Context: an optimization exercise on an open-source flow, tuned for small area and a short achievable clock period. The choices shown serve that exercise and are no tape-out recipe.
At most, simulation tests tie the RTL to the original design; equivalence was not proved.
For runs 1 and 2, only the layout was checked, not whether the RTL still works.
Power is estimated from default activity; no workload was simulated.

<file path="flow/design.v">
module M216A_TopModule(
    input  wire       clk_i,
    input  wire       rst_i,
    input  wire [4:0] width_i,
    input  wire [4:0] height_i,
    output wire [7:0] index_x_o,
    output wire [7:0] index_y_o,
    output wire [3:0] strike_o
);
    wire [4:0] h = height_i;
    wire [4:0] w = width_i;
    wire valid = |h[4:2];
    reg       started;
    reg [1:0] q;
    always @(posedge clk_i) begin
        if (rst_i) begin
            started <= 1'b0;
            q <= 2'd0;
        end else begin
            if (valid) started <= 1'b1;
            if (valid | started) q <= q + 2'd1;
        end
    end
    wire clr = rst_i | ~started;
    reg  [52:1] RH, RT;
    wire [3:0] T1  = RT[4:1],   T2  = RT[8:5],   T3  = RT[12:9],  T4  = RT[16:13];
    wire [3:0] T5  = RT[20:17], T6  = RT[24:21], T7  = RT[28:25], T8  = RT[32:29];
    wire [3:0] T9  = RT[36:33], T10 = RT[40:37], T11 = RT[44:41], T12 = RT[48:45];
    wire [3:0] T13 = RT[52:49];
    reg [3:0] A0, A1, A2;
    always @(*) begin
        A1 = 4'hF;
        A2 = 4'hF;
        case (h)
            5'd4:  begin A0 = T10; A1 = T8;  end
            5'd5:  begin A0 = T8;  A1 = T6;  end
            5'd6:  begin A0 = T6;  A1 = T4;  end
            5'd7:  begin A0 = T4;  A1 = T1;  A2 = T2; end
            5'd8:  begin A0 = T1;  A1 = T2;  A2 = T3; end
            5'd9:  begin A0 = T3;  A1 = T5;  end
            5'd10: begin A0 = T5;  A1 = T7;  end
            5'd11: begin A0 = T7;  A1 = T9;  end
            5'd12: begin A0 = T9;  end
            default: begin A0 = T13; A1 = T12; A2 = T11; end
        endcase
    end
    function cmp4;
        input [3:0] a, b;
        input c;
        integer i;
        reg r;
        begin
            r = c;
            for (i = 0; i < 4; i = i + 1)
                r = (~a[i] & b[i]) | (~a[i] & r) | (b[i] & r);
            cmp4 = r;
        end
    endfunction
    wire [3:0] klo = 4'd0 - w[3:0];           
    reg le01_l, le02_l, le12_l, f0_l, f1_l, f2_l;
    always @(posedge clk_i) begin
        le01_l <= ~started | cmp4(A0, A1, 1'b1);
        le02_l <= ~started | cmp4(A0, A2, 1'b1);
        le12_l <= ~started | cmp4(A1, A2, 1'b1);
        f0_l   <= ~started | cmp4(A0, klo, 1'b1);
        f1_l   <= ~started | cmp4(A1, klo, 1'b1);
        f2_l   <= ~started | cmp4(A2, klo, 1'b1);
    end
    wire le01 = cmp4(A0, A1, le01_l);
    wire le02 = cmp4(A0, A2, le02_l);
    wire le12 = cmp4(A1, A2, le12_l);
    wire f0 = cmp4(A0, 4'd7, f0_l);
    wire f1 = cmp4(A1, 4'd7, f1_l);
    wire f2 = cmp4(A2, 4'd7, f2_l);
    wire win0 = le01 & le02;
    wire win1 = ~le01 & le12;
    wire fit = win0 ? f0 : (win1 ? f1 : f2);
    reg [1:0] dec;
    always @(posedge clk_i) begin
        if (q == 2'd1)
            dec <= ~fit ? 2'd3 : (win0 ? 2'd0 : (win1 ? 2'd1 : 2'd2));
    end
    wire place = valid & ~dec[1] | valid & ~dec[0];
    wire [3:0] Tsel = dec[1] ? A2 : (dec[0] ? A1 : A0);
    reg [3:0] cid;    
    always @(*) begin
        cid = 4'd13;
        case (h)
            5'd4:  cid = dec[0] ? 4'd8 : 4'd10;
            5'd5:  cid = dec[0] ? 4'd6 : 4'd8;
            5'd6:  cid = dec[0] ? 4'd4 : 4'd6;
            5'd7:  cid = dec[1] ? 4'd2 : (dec[0] ? 4'd1 : 4'd4);
            5'd8:  cid = dec[1] ? 4'd3 : (dec[0] ? 4'd2 : 4'd1);
            5'd9:  cid = dec[0] ? 4'd5 : 4'd3;
            5'd10: cid = dec[0] ? 4'd7 : 4'd5;
            5'd11: cid = dec[0] ? 4'd9 : 4'd7;
            5'd12: cid = 4'd9;
            default: cid = dec[1] ? 4'd11 : (dec[0] ? 4'd12 : 4'd13);
        endcase
    end
    reg inc;
    wire [3:0] addend = q[0] ? {3'b0, inc} : w[3:0];
    wire [4:0] sum = Tsel + addend;
    reg [3:0] xlo1;
    always @(posedge clk_i) begin
        inc  <= sum[4] | w[4];
        xlo1 <= Tsel;
    end
    wire upd = q[1] & place;
    wire [3:0] wdat = clr ? 4'd0 : sum[3:0];
    reg  [13:1] wen;
    integer s;
    always @(*) begin
        for (s = 1; s <= 13; s = s + 1)
            wen[s] = clr | (upd & (cid == s));
    end
    always @(posedge clk_i) begin
        for (s = 1; s <= 13; s = s + 1) begin
            RT[4*s -: 4] <= RH[4*s -: 4];
            RH[4*s -: 4] <= wen[s] ? wdat : RT[4*s -: 4];
        end
    end
    reg [7:0] xq;
    reg [3:0] code;    
    always @(posedge clk_i) begin
        if (q == 2'd3) begin
            xq <= place ? {Tsel, xlo1} : 8'd128;
        end
    end
    always @(posedge clk_i) begin
        if (rst_i)
            code <= 4'd0;
        else if (q == 2'd3)
            code <= ~valid ? 4'd0 : (place ? cid : 4'd15);
    end
    reg [7:0] ytab;
    always @(*) begin
        case (code)
            4'd1:  ytab = 8'd0;
            4'd2:  ytab = 8'd8;
            4'd3:  ytab = 8'd16;
            4'd4:  ytab = 8'd25;
            4'd5:  ytab = 8'd32;
            4'd6:  ytab = 8'd42;
            4'd7:  ytab = 8'd48;
            4'd8:  ytab = 8'd59;
            4'd9:  ytab = 8'd64;
            4'd10: ytab = 8'd76;
            4'd11: ytab = 8'd80;
            4'd12: ytab = 8'd96;
            4'd13: ytab = 8'd112;
            default: ytab = 8'd128;
        endcase
    end
    reg [7:0] xo, yo;
    reg [3:0] so;
    always @(posedge clk_i) begin
        if (rst_i) begin
            xo <= 8'd0;
            yo <= 8'd0;
            so <= 4'd0;
        end else if (q == 2'd3 && code != 4'd0) begin
            xo <= xq;
            yo <= ytab;
            if (code == 4'd15) so <= so + 4'd1;
        end
    end
    assign index_x_o = xo;
    assign index_y_o = yo;
    assign strike_o  = so;
endmodule
</file>
<file path="flow/run.sh">
#!/bin/bash
# synth_recipe.tcl (not shown) runs the flow's synth.tcl, then flattens the netlist and writes it again
# the make line also repeats each setting of config.mk as NAME=value (left out here)
make -C /OpenROAD-flow-scripts/flow DESIGN_CONFIG=/design/flow/config.mk WORK_HOME=/design/flow/orfs CLKGATE_MAP_FILE= SYNTH_SCRIPT=/design/flow/synth_recipe.tcl finish
</file>
<file path="flow/config.mk">
export PLATFORM = sky130hd
export DESIGN_NAME = M216A_TopModule
export DESIGN_NICKNAME = M216A_TopModule
export VERILOG_FILES = /design/flow/design.v
export SDC_FILE = /design/flow/constraint.sdc
export NUM_CORES = 4
export LEC_CHECK = 0
export CAP_MARGIN = 20
export CORE_MARGIN = 2
export CORE_UTILIZATION = 40
export GPL_TIMING_DRIVEN = 0
export SLEW_MARGIN = 20
</file>
<file path="flow/constraint.sdc">
create_clock -name core_clock -period 4.0 [get_ports {clk_i}]
set_input_delay 0.8000 -clock core_clock [delete_from_list [all_inputs] [get_ports {clk_i}]]
set_output_delay 0.8000 -clock core_clock [all_outputs]
set_load 0.01 [all_outputs]
</file>
==> flow_summary.yaml, run 1 <==
critical_path:
  crit-reg2reg-launch: "RT[26]"
  crit_required_ps: 4300
  crit_path_cell_trace: "clkdlybuf4s50_1, or2_4, nor3_2, a221o_1, o32a_1, buf_6, and2_1, o31ai_4, inv_1, ha_1, a21o_1, a21oi_4, xnor2_4, buf_8, mux2i_2, nor2_1"
  r2r_slack_ps: 720
  reg2reg_depth: 15
  rr_endpoint: "RH[12]"
  critPathKind: "in2reg"
  slowest_stage: "clkdlybuf4s50_1"
  end_kind: "flip-flop"
  path_max_fanout: 10
  worstPathArrival_ps: 4210
  cp_slowest_stage_delay_ps: 530
  startpoint_type: "input pin"
timing:
  maxSlewViolCount: 0
  fin_crit_sh_pct: 97.8
  fin_skew_ps: 12.1
  maxSlewHeadroom_pct: 45.1
  hold_viol: 0
  tightest_slew_ps: 820
  setup_viol: 0
  fmax_mhz: 256
  fin_crit_ps: 3910
  tns_ps: 0
min_path:
  hold_start: "RH[25]"
  min-delay-path-class: "reg2reg"
  min_to: "RT[25]"
  holdPathStages: 0
run_status:
  status: "complete, no violations"
routing:
  drc: 0
  firstDrtPassIters: 6
  drt_iter0_drc: 485
  routed_via_density: 5.68
  drt_wl_total_mm: 20.0
  wl_per_cell_um: 19.5
  ant_nets: 0
  num_vias: 5817
global_route:
  grt_pass1_vias: 5578
  antenna_found_initial: 0
  grt_usage_pct: 22.9
  grt_pass1_wl_mm: 31.2
  grt_max_degree: 17
  grt-ovfl-total: 0
yosys:
  synth_ff_type: "dfxtp_1"
  syn_inst: 726
  async_flop_share_pct: 0
  avgSynthCellArea_um2: 9.27
  ys_seq_elements: 152
  synthTopCellsByCount: "dfxtp_1 (142), nor2_1 (99), nand2_1 (59), a21oi_1 (42), mux2i_1 (33)"
  synth_cell_type_count: 87
  yosysSeqAreaShare_pct: 46.7
  yosysTopAreaCellShare_pct: 42.2
  syn_nets: 751
  synth_most_common_cell: "dfxtp_1"
  ys.warnings.count: 1
  synth_edf_count: 10
  netlist_area_um2: 6730
  synth_top_area_cell: "dfxtp_1"
  synthTopCellsByArea: "dfxtp_1 (42%), nor2_1 (5.5%), mux2i_1 (4.9%)"
clocking:
  htree_levels: 4
  postCtsHoldBufs: 0
  cts_tree: "yes"
  clock_path_buffers: 2
  clk_latency_ps: 440
  numClockSinks: 152
  clk_pin_slew_ps: 70
  cts_buffers: 17
  cts_root_buf: "clkbuf_16"
final_layout:
  drive_above_1_share_pct: 16.3
  final_nets: 817
  num-fill-cells: 1535
  antenna_cells: 0
  syn_to_final_growth_pct: 23.9
die:
  fp-row-count: 47
  core_um2: 16500
  start_util_pct: 40.7
  ios: 32
  die_area_um2: 17900
  die_w_um: 134
  die_h_um: 134
power:
  finalPower_mw: 3.87
  power.density_nw_per_um2: 464
  vdd_drop_max_v: 0.000321
  p_leak_nw: 3.18
placed_design:
  routabilityCongestion: 0.954
  numPortBuffers: 30
  hpwl_mm: 14.3
run:
  drv_cap: 0
## cell usage in the layout, fill, tap and decap left out, types with 6 or more instances in the layout
cell type,Yosys,final
a211oi_1,12,12
a21oi_1,42,39
a22oi_1,10,10
a31oi_1,10,10
and2_1,7,8
and3_1,12,12
buf_2,9,9
buf_4,4,17
buf_6,5,10
clkbuf_1,27,25
clkbuf_16,0,17
clkdlybuf4s50_1,0,27
dfxtp_1,142,142
edfxtp_1,10,10
ha_1,12,11
inv_1,19,19
mux2i_1,33,32
nand2_1,59,56
nand2b_1,16,14
nand3_1,15,14
nor2_1,99,97
nor2b_1,8,6
nor3_1,11,8
o211ai_1,7,7
o21ai_0,22,21
o21ai_1,5,6
o22ai_1,10,7
## cells by family after synthesis
group | after synthesis | share of synthesized area [%]
AOI/OAI and AO/OA | 174 | 18.1
xor gates and xnor gates | 7 | 0.911
adders and majority gates | 21 | 3.79
buffers and inverters | 67 | 4.68
DFF | 152 | 46.7
muxes | 45 | 6.91
and+or+nand+nor | 260 | 18.9
## what timing repair did
item                                   in CTS  in global routing
gates cloned                                1                  2
endpoints found under the hold margin       0                  0
setup endpoints to repair                  50                 49
buffers inserted                            4                 10
resized for setup                          38                 36
pin swaps                                   5                 11
## power by group
part           switching, mW  total (mW)  internal, mW  leakage (nW)
Clock                  0.683        1.64         0.954         0.290
Sequential            0.0360        1.62          1.59          1.24
Combinational          0.363       0.615         0.253          1.65
Total                   1.08        3.87          2.79          3.18
## critical path: cells and delay by family
| family | cells | cell delay, ps |
|---|---|---|
| and+or+nand+nor | 4 | 500 |
| xor gates and xnor gates | 1 | 150 |
| buffers and inverters | 4 | 940 |
| adders and majority gates | 1 | 300 |
| muxes | 1 | 160 |
| AOI/OAI and AO/OA | 5 | 1360 |
## registers in the layout, summed over array words and instances, names as in the netlist
name and flops:
dec 2, RH 52, f1_l 1, inc 1, xq 8, le12_l 1, started 1, yo 8
le01_l 1, xlo1 4, xo 8, q 2, so 4, f2_l 1, f0_l 1, le02_l 1
code 4, RT 52
## layer usage
metal / wire length (um) / up-vias / GRT usage (%)
li1: - / 2745 / -
met1: 9100 / 2796 / 31.5
met2: 9030 / 240 / 35.5
met3: 1410 / 36 / 5.02
met4: 473 / 0 / 8.16
met5: 0 / - / 0
## per-stage QoR
stage          instances  util [%]  cell area, um2  hold WS (ps)  setup WS, ps
3_5_place_dp         976      44.2            7310           312         -1240
4_1_cts             1013      49.1            8120           322          5.86
6_report            1025      50.5            8340           324          88.6
2_1_floorplan        726         -            6730           310          86.8
5_1_grt             1025      50.5            8340           325         -26.7
3_3_place_gp         976      44.2            7310           310         -1130
## cell type report
type	count	area (um2)	share of cell area, %
well taps	220	275	3.30
clock inverters	13	156	1.87
plain buffers	47	287	3.43
inverters	20	75.1	0.900
multi-input cells	507	3520	42.2
clock buffers	19	443	5.31
repair buffers	47	444	5.32
flip-flops and latches	152	3140	37.7
## worst max-delay path by stage
stage / start / endpoint / slack, ps / cells after the start
floorplan: height_i[1] / RH[28] / 90 / 16
global placement: height_i[2] / RH[8] / -1130 / 16
detailed placement: height_i[2] / RH[16] / -1240 / 16
CTS: height_i[4] / RH[47] / 6 / 15
global route: height_i[4] / RH[12] / -30 / 16
finish: height_i[4] / RH[12] / 90 / 16
==> inputs of run 2 (changes only) <==
--- a/flow/config.mk
+++ b/flow/config.mk
@@ -9,4 +9,5 @@
 export CORE_MARGIN = 2
 export CORE_UTILIZATION = 40
 export GPL_TIMING_DRIVEN = 0
+export SETUP_SLACK_MARGIN = 1.5
 export SLEW_MARGIN = 20
==> run 2 against run 1 <==
Clock-buffer cell count is 2 higher. Critical path type unchanged. Largest power group is now sequential cells. Highest routed layer unchanged. Worst hold slack lost 9.1 ps. Sequential share of layout area is 4.4 points lower. Sequential cell count stayed put. Register-to-register slack improved by 60 ps. Via count increased by 5.9%. Cell count grew 5.9%. Combinational power is about 40% higher. Still clean. Global-route usage increased by 1.7 points.
==> flow_summary.yaml, run 2 <==
yosys:
  yosysSeqAreaShare_pct: 46.7
  yosysTopAreaCellShare_pct: 42.2
  synth_top_family_by_area: "simple AND/OR/NAND/NOR gates"
  ys.warnings.count: 1
  synth_cell_type_count: 87
  syn_inst: 726
  synth_xor_area_share_pct: 0.911
  syn_nets: 751
  synth_edf_count: 10
  synth_compound_area_share_pct: 18.1
  yosys.area_share.simple_pct: 18.9
  synthAdderAreaFrac_pct: 3.79
  avgSynthCellArea_um2: 9.27
  async_flop_share_pct: 0
  netlist_area_um2: 6730
  synth_top_area_cell: "dfxtp_1"
  ys_seq_elements: 152
  synth_ff_type: "dfxtp_1"
  synth_most_common_cell: "dfxtp_1"
  synth_mux_area_share_pct: 6.91
  synthTopCellsByCount: "dfxtp_1 (142), nor2_1 (99), nand2_1 (59), a21oi_1 (42), mux2i_1 (33)"
  synthTopCellsByArea: "dfxtp_1 (42%), nor2_1 (5.5%), mux2i_1 (4.9%)"
timing:
  setup_viol: 0
  maxSlewViolCount: 0
  fin_skew_ps: 16.3
  hold_viol: 0
  tightest_slew_ps: 756
  rsz0062_at_grt: "true"
  fin_crit_ps: 3460
  fin_crit_sh_pct: 86.6
  maxSlewHeadroom_pct: 49.6
  fmax_mhz: 289
  holdWs_ps: 315
routing:
  routed_via_density: 5.68
  wl_per_cell_um: 20.0
  ant_nets: 0
  drt_iter0_drc: 648
  drt_wl_total_mm: 21.7
  firstDrtPassIters: 6
  drc: 0
  num_vias: 6160
final_layout:
  drive_above_1_share_pct: 31.9
  layout_commonest_cell: "dfxtp_1"
  layout_common_cells: "dfxtp_1 (142), nor2_1 (83), buf_4 (58)"
  antenna_cells: 0
  syn_to_final_growth_pct: 40.4
  final_nets: 877
  top_regs: "RH x52, RT x52"
  instances_no_fill: 1085
power:
  vdd_drop_max_v: 0.000509
  p_leak_nw: 3.62
  power.density_nw_per_um2: 429
critical_path:
  startpoint_type: "input pin"
  rr_endpoint: "RH[8]"
  reg2reg_depth: 15
  path_max_fanout: 8
  critPathKind: "in2reg"
  crit-reg2reg-launch: "RT[26]"
  crit_start: "height_i[2]"
  endpoint: "RH[8]"
  end_kind: "flip-flop"
  crit_required_ps: 4360
  r2r_slack_ps: 780
  worstPathArrival_ps: 3820
die:
  die_w_um: 134
  core_um2: 16500
  die_h_um: 134
  die_area_um2: 17900
  ios: 32
  fp-row-count: 47
  start_util_pct: 40.7
global_route:
  antenna_found_initial: 0
  grt-ovfl-total: 0
  grt_max_degree: 17
  grt_pass1_wl_mm: 33.5
  grt_usage_pct: 24.7
  grt_pass1_vias: 5936
clocking:
  clk_latency_ps: 440
  postCtsHoldBufs: 0
  cts_tree: "yes"
  cts_root_buf: "clkbuf_16"
  numClockSinks: 152
  clk_pin_slew_ps: 70
  clock_path_buffers: 2
  cts_buffers: 17
  htree_levels: 4
min_path:
  min-delay-path-class: "reg2reg"
  holdPathStages: 0
placed_design:
  hpwl_mm: 14.9
  routabilityCongestion: 0.936
  numPortBuffers: 30
  dpl.cell_count: 976
run_status:
  status: "complete, no violations"
run:
  drv_cap: 0
-- run 2: cell counts after synthesis --
Identical to the previous run, type by type.
-- run 2: final cells by class --
class	count	area [um2]
multi-input cells	507	3960
flip-flops and latches	152	3140
inverters	20	82.6
fillers	1419	7070
clock buffers	21	460
well taps	220	275
repair buffers	107	1000
clock inverters	11	121
plain buffers	47	407
-- run 2: worst min path at each step --
stage	slack (ps)	start	to
floorplan	310	RH[10]	RT[10]
global placement	310	RH[22]	RT[22]
detailed placement	310	RH[14]	RT[14]
CTS	330	RH[13]	RT[13]
global route	330	RH[28]	RT[28]
finish	320	RH[28]	RT[28]
-- run 2: power breakdown --
part / internal [mW] / switching (mW)
Sequential: 1.59 / 0.0381
Combinational: 0.407 / 0.452
Clock: 0.950 / 0.623
-- run 2: cell families after synthesis --
logic type	count (synthesis)
flip-flops	152
buffers and inverters	67
multiplexers	45
adder cells (fa/ha/maj)	21
XOR/XNOR	7
AND/OR/NAND/NOR	260
AO/OA/AOI/OAI	174
-- run 2: layer usage --
layer | up-vias | routed length, um | global-route usage, %
li1 | 2874 | - | -
met1 | 2994 | 9510 | 31.8
met2 | 253 | 10300 | 39.8
met3 | 39 | 1490 | 6.47
met4 | 0 | 412 | 8.98
met5 | - | 0 | 0
-- run 2: metrics by stage --
stage | utilization, % | power, mW | cell area, um2 | setup TNS [ps] | setup WS, ps
6_report | 57.2 | 4.06 | 9450 | 0 | 538
5_1_grt | 57.2 | 4.19 | 9450 | 0 | 461
4_1_cts | 55.0 | 3.99 | 9080 | 0 | 598
3_5_place_dp | 45.6 | 2.22 | 7530 | -23940 | -736
3_3_place_gp | 45.6 | 2.21 | 7530 | -23080 | -732
2_1_floorplan | - | 2.05 | 6950 | 0 | 421
-- run 2: critical path, stage by stage --
cell      delay, ps
buf_8           100
buf_6           120
buf_8           130
nand2_2          60
o21ai_2          50
a221o_1         350
o32a_1          390
buf_6           130
and2_4          150
o31ai_4         250
inv_2            80
ha_4            260
a21o_1          110
a21oi_2          60
xnor2_2         340
clkbuf_8        240
mux2i_1          80
nor2_1          110
-- run 2: repair_timing --
| item | in CTS | in global routing |
|---|---|---|
| pin swaps | 50 | 43 |
| setup buffers | 56 | 17 |
| endpoints found under the setup margin | 72 | 66 |
| gates cloned | 4 | 0 |
| resized for setup | 128 | 65 |
==> inputs of run 3 (changes only) <==
--- a/flow/design.v
+++ b/flow/design.v
@@ -44,34 +44,22 @@
             default: begin A0 = T13; A1 = T12; A2 = T11; end
         endcase
     end
-    function cmp4;
-        input [3:0] a, b;
-        input c;
-        integer i;
-        reg r;
-        begin
-            r = c;
-            for (i = 0; i < 4; i = i + 1)
-                r = (~a[i] & b[i]) | (~a[i] & r) | (b[i] & r);
-            cmp4 = r;
-        end
-    endfunction
     wire [3:0] klo = 4'd0 - w[3:0];           
     reg le01_l, le02_l, le12_l, f0_l, f1_l, f2_l;
     always @(posedge clk_i) begin
-        le01_l <= ~started | cmp4(A0, A1, 1'b1);
-        le02_l <= ~started | cmp4(A0, A2, 1'b1);
-        le12_l <= ~started | cmp4(A1, A2, 1'b1);
-        f0_l   <= ~started | cmp4(A0, klo, 1'b1);
-        f1_l   <= ~started | cmp4(A1, klo, 1'b1);
-        f2_l   <= ~started | cmp4(A2, klo, 1'b1);
+        le01_l <= ~started | (A0 <= A1);
+        le02_l <= ~started | (A0 <= A2);
+        le12_l <= ~started | (A1 <= A2);
+        f0_l   <= ~started | (A0 <= klo);
+        f1_l   <= ~started | (A1 <= klo);
+        f2_l   <= ~started | (A2 <= klo);
     end
-    wire le01 = cmp4(A0, A1, le01_l);
-    wire le02 = cmp4(A0, A2, le02_l);
-    wire le12 = cmp4(A1, A2, le12_l);
-    wire f0 = cmp4(A0, 4'd7, f0_l);
-    wire f1 = cmp4(A1, 4'd7, f1_l);
-    wire f2 = cmp4(A2, 4'd7, f2_l);
+    wire le01 = (A0 < A1) | ((A0 == A1) & le01_l);
+    wire le02 = (A0 < A2) | ((A0 == A2) & le02_l);
+    wire le12 = (A1 < A2) | ((A1 == A2) & le12_l);
+    wire f0 = (A0 < 4'd7) | ((A0 == 4'd7) & f0_l);
+    wire f1 = (A1 < 4'd7) | ((A1 == 4'd7) & f1_l);
+    wire f2 = (A2 < 4'd7) | ((A2 == 4'd7) & f2_l);
     wire win0 = le01 & le02;
     wire win1 = ~le01 & le12;
     wire fit = win0 ? f0 : (win1 ? f1 : f2);
@@ -107,17 +95,16 @@
         xlo1 <= Tsel;
     end
     wire upd = q[1] & place;
-    wire [3:0] wdat = clr ? 4'd0 : sum[3:0];
-    reg  [13:1] wen;
     integer s;
-    always @(*) begin
-        for (s = 1; s <= 13; s = s + 1)
-            wen[s] = clr | (upd & (cid == s));
-    end
     always @(posedge clk_i) begin
         for (s = 1; s <= 13; s = s + 1) begin
             RT[4*s -: 4] <= RH[4*s -: 4];
-            RH[4*s -: 4] <= wen[s] ? wdat : RT[4*s -: 4];
+            if (clr)
+                RH[4*s -: 4] <= 4'd0;
+            else if (upd && cid == s)
+                RH[4*s -: 4] <= sum[3:0];
+            else
+                RH[4*s -: 4] <= RT[4*s -: 4];
         end
     end
     reg [7:0] xq;
--- a/flow/config.mk
+++ b/flow/config.mk
@@ -8,6 +8,4 @@
 export CAP_MARGIN = 20
 export CORE_MARGIN = 2
 export CORE_UTILIZATION = 40
-export GPL_TIMING_DRIVEN = 0
-export SETUP_SLACK_MARGIN = 1.5
 export SLEW_MARGIN = 20
==> run 3 against run 2 <==
Critical path depth decreased by 3. Clock power up 7%. Largest cell class unchanged. Cell count grew 1.3%. Die area up 5.6%. First-iteration DRC count down 20%. Core utilization fell by 4.6 points. Register-to-register slack better by 80 ps. Global-route usage fell by 0.91 points. Critical endpoint is now dec[1]. Fmax fell by 11%. Highest routed layer unchanged. Largest power group is now the clock network. Design area down 3.5%. Area after synthesis increased by 5.8%.
==> flow_summary.yaml, run 3 <==
run_status:
  status: "complete, no violations"
yosys:
  yosysSeqAreaShare_pct: 44.1
  async_flop_share_pct: 0
  syn_inst: 745
  synth_ff_type: "dfxtp_1"
  synthTopCellsByCount: "dfxtp_1 (142), nand2_1 (100), mux2i_1 (57), a21oi_1 (41), ha_1 (37)"
  syn_nets: 795
  synth_most_common_cell: "dfxtp_1"
  avgSynthCellArea_um2: 9.56
  netlist_area_um2: 7120
  ys_seq_elements: 152
  synthTopCellsByArea: "dfxtp_1 (40%), mux2i_1 (8.0%), ha_1 (6.5%)"
  synth_cell_type_count: 88
  ys.warnings.count: 1
  synth_top_area_cell: "dfxtp_1"
  yosysTopAreaCellShare_pct: 39.9
  synth_edf_count: 10
clocking:
  postCtsHoldBufs: 0
  cts_tree: "yes"
  htree_levels: 4
  clock_path_buffers: 2
  clk_latency_ps: 430
  cts_buffers: 17
  cts_root_buf: "clkbuf_16"
  clk_pin_slew_ps: 70
  numClockSinks: 152
routing:
  num_vias: 5982
  drt_iter0_drc: 521
  drt_wl_total_mm: 21.4
  ant_nets: 0
  wl_per_cell_um: 19.5
  drc: 0
  routed_via_density: 5.44
  firstDrtPassIters: 5
critical_path:
  slowest_stage: "clkdlybuf4s50_1"
  path_depth: 15
  cp_slowest_stage_delay_ps: 460
  path_common_cell: "buf_4"
  endpoint: "dec[1]"
  rr_endpoint: "dec[1]"
  crit-reg2reg-launch: "RT[31]"
  cp.buffers_inverters: 5
  worstPathArrival_ps: 4080
  path_max_fanout: 8
  crit_required_ps: 4170
  end_kind: "flip-flop"
  crit_path_cell_trace: "clkdlybuf4s50_1, buf_4, and2_1, a222oi_1, nor2b_2, nor4_2, buf_4, inv_1, ha_1, nand4_1, or2_2, a22o_1, a311oi_2, buf_4, a31oi_1"
  crit_start: "height_i[2]"
  r2r_slack_ps: 860
  critical_path.top_delay_family: "buffers and inverters"
  critPathKind: "in2reg"
  startpoint_type: "input pin"
  reg2reg_depth: 13
placed_design:
  routabilityCongestion: 0.990
  placed_area_um2: 8420
  place_ws_ps: -740
  numPortBuffers: 31
  hpwl_mm: 16.0
global_route:
  grt_usage_pct: 23.7
  grt_pass1_wl_mm: 33.4
  antenna_found_initial: 0
  grt_pass1_vias: 6057
  grt-ovfl-total: 0
  grt_max_degree: 34
final_layout:
  antenna_cells: 0
  drive_above_1_share_pct: 22.2
  top_regs: "RH x52, RT x52"
  syn_to_final_growth_pct: 28.1
  postLayoutCellArea_um2: 9120
  final_nets: 911
  layout_commonest_cell: "dfxtp_1"
  layout_common_cells: "dfxtp_1 (142), buf_4 (105), nand2_1 (100)"
timing:
  fin_crit_ps: 3910
  fmax_mhz: 256
  hold_viol: 0
  fin_crit_sh_pct: 97.8
  setup_ws_ps: 88.7
  fin_skew_ps: 15.4
  maxSlewHeadroom_pct: 38.0
  tightest_slew_ps: 926
  maxSlewViolCount: 0
  setup_viol: 0
run:
  drv_cap: 0
power:
  power.density_nw_per_um2: 428
  p_leak_nw: 3.88
  vdd_drop_max_v: 0.000325
die:
  core_um2: 17400
  die_h_um: 137
  ios: 32
  fp-row-count: 48
  die_w_um: 137
  start_util_pct: 41.0
  die_area_um2: 18900
min_path:
  min-delay-path-class: "reg2reg"
  holdPathStages: 0
## run 3: cell count changes after synthesis, moves of 12 or more
cell and delta:
mux2i_1 +24, nand3_1 +12, nand2_1 +41, nor2_1 -77, ha_1 +25
## run 3: cell families (layout without fill, tap and decap cells)
group                    after synthesis  in the layout  synth area share [%]
AND/OR/NAND/NOR                      237            237                  17.4
buffers and inverters                 79            208                  5.02
multiplexers                          69             69                  9.91
AO/OA/AOI/OAI                        161            161                  15.7
XOR/XNOR                               9              9                  1.11
adder cells (fa/ha/maj)               38             38                  6.78
flip-flops                           152            152                  44.1
## run 3: where the power goes
part	leakage, nW	switching, mW	internal [mW]
clock	0.306	0.689	0.992
combinational	2.33	0.339	0.283
sequential	1.24	0.0319	1.57
## run 3: worst min-delay path by stage
stage	start	endpoint	slack (ps)
3_5_place_dp	RH[1]	RT[1]	310
2_1_floorplan	RH[10]	RT[10]	310
4_1_cts	RH[14]	RT[14]	320
6_report	RH[14]	RT[14]	320
3_3_place_gp	RH[40]	RT[40]	310
5_1_grt	RH[43]	RT[43]	330
## run 3: metal layers
layer	track usage, %	vias to the layer above	share of wire [%]
li1	-	2906	-
met1	30.4	2862	45
met2	39.1	174	47
met3	4.23	40	4.5
met4	10.4	0	3.2
met5	0	-	0
## run 3: worst register-to-register path: cells and delay by family (launching register included)
kind / cells / cell delay, ps
compound gates: 5 / 860
fa+ha+maj: 1 / 310
buf+inv: 3 / 420
flops: 1 / 320
simple gates: 4 / 960
## run 3: stage by stage
step | power (mW) | hold WS [ps] | instances | TNS [ps] | util (%)
5_1_grt | 4.06 | 331 | 1099 | -52.8 | 52.6
3_5_place_dp | 2.24 | 312 | 1065 | -14520 | 48.5
6_report | 3.90 | 320 | 1099 | 0 | 52.6
2_1_floorplan | 1.97 | 310 | 745 | 0 | -
4_1_cts | 3.92 | 318 | 1098 | 0 | 52.2
3_3_place_gp | 2.22 | 310 | 1065 | -11690 | 48.5
## run 3: layout make-up
class                   instances  area (um2)
multi-input cells             514        3700
fillers                      1572        8230
well taps                     225         282
repair buffers                144        1260
clock buffers                  19         464
flip-flops and latches        152        3140
clock inverters                13         155
inverters                      32         120
## run 3: repair_timing
action,4_1_cts,5_1_grt
setup buffers,1,1
pin swaps,1,4
setup endpoints to repair,15,27
gates resized for setup,3,13

[separate check: timing with driven ports]
The results above use ideal ports. As a check the final layouts listed here were re-extracted and re-timed, cells and wires unchanged.
Step 1, drivers: a clkbuf_16 drives clk_i and a buf_2 each remaining input, both assumed.
Step 2 moves the port delays by t, midway between the first and last clock arrival at a register: inputs arrive t later, outputs are due t later. That takes back most of the time a late clock gives input paths.
Slacks: ideal ports / drivers / drivers and shift; pairs: ideal ports / drivers.
run	t (ns)	setup WS [ns]	pins driven straight from the clock port
run 1	0.474	0.089 / 0.108 / -0.366	1
run 2	0.472	0.538 / 0.542 / 0.070	1
run 3	0.467	0.089 / 0.106 / -0.361	1
Met with ideal ports but missed after step 2: setup timing in run 1 and run 3. The setup slack of run 2, which loses most, moves by +0.004 ns with the drivers and by -0.468 ns with both steps.
